What follows belongs to an exercise in optimizing a design on an open flow for small area and a short achievable clock period; a production flow would make more cautious choices. Function was checked by simulation only, so behaviour that the tests miss may differ from the original.

the reference run:
## Cordic_Machine
module Cordic_Machine(clock_pulse, reset, x_input, y_input, z_input, x_output, y_output, z_output, flag);
	input clock_pulse;
	input reset;  
	input signed [24:0] x_input;
	input signed [24:0] y_input;
	input signed [24:0] z_input;
	output signed [24:0] x_output;
	output signed [24:0] y_output;
	output signed [24:0] z_output;
	output flag;
	reg signed [24:0] x, y, z;
	reg [4:0] k;
	reg [4:0] kx, kyn;
	wire [4:0] ky = ~kyn;
	reg load;  
	wire [31:0] kdec = 32'd1 << k;
	wire [24:0] atan;
	assign atan[0] = |(kdec & 32'h000a2ff0);
	assign atan[1] = |(kdec & 32'h00051794);
	assign atan[2] = |(kdec & 32'h00028bec);
	assign atan[3] = |(kdec & 32'h000145c4);
	assign atan[4] = |(kdec & 32'h0000a2e0);
	assign atan[5] = |(kdec & 32'h00005160);
	assign atan[6] = |(kdec & 32'h000028bc);
	assign atan[7] = |(kdec & 32'h00001454);
	assign atan[8] = |(kdec & 32'h00000a22);
	assign atan[9] = |(kdec & 32'h00000514);
	assign atan[10] = |(kdec & 32'h0000028c);
	assign atan[11] = |(kdec & 32'h00000146);
	assign atan[12] = |(kdec & 32'h000000a6);
  ...
export LEC_CHECK = 0
export CAP_MARGIN = 20
export CORE_MARGIN = 2
export CORE_UTILIZATION = 60
export CTS_BUF_LIST = sky130_fd_sc_hd__clkbuf_4 sky130_fd_sc_hd__clkbuf_8
export SETUP_SLACK_MARGIN = 1.75
export SLEW_MARGIN = 20
create_clock -name core_clock -period 6.0 [get_ports {clock_pulse}]
standard.sh (not shown) runs the stock make flow with config.mk's settings and CLKGATE_MAP_FILE= SYNTH_SCRIPT=/design/flow/synth_recipe.tcl, a recipe that flattens the netlist after the stock synthesis.
==> flow/flow/run.sh <==
#!/bin/bash
# Standard layout, with the port buffers made of the smallest buffer cell.
export BUFFER_PORTS_ARGS="-buffer_cell sky130_fd_sc_hd__buf_1"

bash standard.sh > standard.log 2>&1
The final layout from the reference run, which completed every stage, passed the timing, design-rule and antenna checks at the end of the flow.
Relative to the reference run, the following input files were edited for the trial run:
- clearing CTS_BUF_LIST, which used to be sky130_fd_sc_hd__clkbuf_4 sky130_fd_sc_hd__clkbuf_8
==> flow/flow/run.sh <==
#!/bin/bash
# Standard layout, with the port buffers made of the smallest buffer cell.
export BUFFER_PORTS_ARGS="-buffer_cell sky130_fd_sc_hd__buf_1"
export CTS_ARGS="-sink_clustering_enable -repair_clock_nets -buf_list {sky130_fd_sc_hd__clkbuf_4 sky130_fd_sc_hd__clkbuf_8} -dont_use_dummy_load"
bash standard.sh > standard.log 2>&1
Notes after the runs:
Non-clock buffer area fraction after layout is higher on the trial run. Comparing the reference run with the trial run, the wire length of the first global-routing pass came out essentially unchanged. Having completed the whole flow, the trial run delivered a layout that passed the timing, design-rule and antenna checks. The number of gates on the worst path with buffers counted in the trial run was lower than what the reference run gave. Worst setup slack delta (the trial run -> the reference run): insignificant.

Cordic_Machine, a different RTL version from the one above (not shown whole).
For scale: about 1100 cells after synthesis, about 150 I/O pins, roughly 9600 um2 of cells after synthesis.
==> flow/config.mk <==
export PLATFORM = sky130hd
export DESIGN_NAME = Cordic_Machine
export DESIGN_NICKNAME = Cordic_Machine
export VERILOG_FILES = /design/flow/design.v
export SDC_FILE = /design/flow/constraint.sdc
export NUM_CORES = 4
export LEC_CHECK = 0
export CAP_MARGIN = 20
export CORE_MARGIN = 2
export CORE_UTILIZATION = 55
export SETUP_SLACK_MARGIN = 1.7
export SLEW_MARGIN = 20
==> flow/constraint.sdc <==
create_clock -name core_clock -period 6.0 [get_ports {clock_pulse}]
set_input_delay 1.2000 -clock core_clock [delete_from_list [all_inputs] [get_ports {clock_pulse}]]
set_output_delay 1.2000 -clock core_clock [all_outputs]
set_load 0.01 [all_outputs]
==> flow/flow/run.sh <==
#!/bin/bash
# Standard layout, with the port buffers made of the smallest buffer cell.
export BUFFER_PORTS_ARGS="-buffer_cell sky130_fd_sc_hd__buf_1"
export CTS_ARGS="-sink_clustering_enable -repair_clock_nets -buf_list {sky130_fd_sc_hd__clkbuf_4 sky130_fd_sc_hd__clkbuf_8} -dont_use_dummy_load"
bash standard.sh > standard.log 2>&1
The starting point went through all stages and came out clean.
Then changed:
--- a/flow/config.mk
+++ b/flow/config.mk
@@ -9,4 +9,4 @@
 export CORE_MARGIN = 2
-export CORE_UTILIZATION = 55
-export SETUP_SLACK_MARGIN = 1.7
+export CORE_UTILIZATION = 45
+export SETUP_SLACK_MARGIN = 1.8
 export SLEW_MARGIN = 20
- The new run completed without violations
- final cell count came out higher by a few percent
- worst setup slack stays flat
- routed wire length came out higher by a few percent
- die area came out higher by about a fifth
- via count came out higher slightly
- sequential share of layout area came out lower by 0.36 points
- core utilization came out lower by 10 points
- non-clock buffer count came out higher by 19
- final area came out higher by a few percent
- sequential cell count stays the same
- clock skew came out higher by 0.0062 ns
Then changed:
--- a/flow/config.mk
+++ b/flow/config.mk
@@ -9,4 +9,4 @@
 export CORE_MARGIN = 2
-export CORE_UTILIZATION = 45
-export SETUP_SLACK_MARGIN = 1.8
+export CORE_UTILIZATION = 60
+export SETUP_SLACK_MARGIN = 1.6
 export SLEW_MARGIN = 20
Final area goes down by 3.6%.
Worst hold slack got worse by 0.053 ns.
Die area falls by 24%.
Clock-buffer cell count is unchanged.
Setup slack loses 0.10 ns.
Via count came out lower by 2.3%.
Cell count goes down by 5.6%.
Global-route usage rises by 5.7 points.
Non-clock buffer count goes down by 27.
Then changed:
--- a/flow/config.mk
+++ b/flow/config.mk
@@ -10,3 +10,3 @@
 export CORE_UTILIZATION = 60
-export SETUP_SLACK_MARGIN = 1.6
+export SETUP_SLACK_MARGIN = 1.9
 export SLEW_MARGIN = 20
Utilization increases by 3.3 points.
Final cell count rose by 2.0%.
Synthesized cell count is unchanged.
Register-to-register slack is better by 0.18 ns.
Clock-buffer cell count is unchanged.
Cell area increases by 4.9%.
First-iteration DRC count goes down by 1.0%.
Non-clock buffer count rises by 29.
Setup slack gains 0.18 ns.
Sequential cell count does not change.
Then changed:
--- a/flow/flow/run.sh
+++ b/flow/flow/run.sh
@@ -1,3 +1,10 @@
 #!/bin/bash
-# Standard layout, with the port buffers made of the smallest buffer cell.
+# The standard layout (standard.sh: the standard synthesis, then the ORFS
+# flow to the routed layout), with two changes passed to ORFS:
+#  - the port buffers are the smallest buffer cell, buf_1, instead of the
+#    cell buffer_ports picks by default (clkdlybuf4s50_1);
+#  - clock tree synthesis builds the tree from clkbuf_4/clkbuf_8 and adds no
+#    dummy loads.
+# ORFS writes each step's full log under orfs/logs/; make's own output goes
+# to standard.log here.
 export BUFFER_PORTS_ARGS="-buffer_cell sky130_fd_sc_hd__buf_1"
--- a/flow/config.mk
+++ b/flow/config.mk
@@ -9,3 +9,3 @@
 export CORE_MARGIN = 2
-export CORE_UTILIZATION = 60
+export CORE_UTILIZATION = 55
 export SETUP_SLACK_MARGIN = 1.9
After rerunning: The changed run passed the timing, design-rule and antenna checks. Clock-buffer cell count stays the same. Via count fell by 1.3%. Worst setup slack gets better by 0.059 ns. Global-route usage shrinks by 1.1 points.

## port drivers added, routing unchanged
The results above use ideal ports. As a check the final layouts listed here were re-extracted and re-timed, cells and wires unchanged.
Step 1 (the two cells are an assumption about what drives the block):
set clk [get_ports {clock_pulse}]
set_driving_cell -lib_cell sky130_fd_sc_hd__clkbuf_16 $clk
set_driving_cell -lib_cell sky130_fd_sc_hd__buf_2 [delete_from_list [all_inputs] $clk]
Step 2 adds t to the input delays and takes it off the output delays; t is the mean of the earliest and latest rising clock arrival at the registers after step 1. Input paths then give back, and output paths get back, about the clock's delay inside the block.
Slacks: ideal / step 1 / step 2; pairs: ideal / step 1.
run | t, ns | slack for setup (ns) | worst setup path at the end
the reference run | 0.420 | 1.912 / 1.912 / 1.912 | register to register
the trial run | 0.407 | 1.915 / 1.915 / 1.915 | register to register
the first run of note 2 | 0.414 | 1.962 / 1.962 / 1.962 | register to register
the second run of note 2 | 0.423 | 1.961 / 1.961 / 1.961 | register to register
the third run of note 2 | 0.423 | 1.857 / 1.857 / 1.857 | register to register
the fourth run of note 2 | 0.426 | 2.036 / 2.036 / 2.036 | register to register
the fifth run of note 2 | 0.416 | 2.095 / 2.095 / 2.095 | register to register
After both steps every run listed still meets setup and hold.
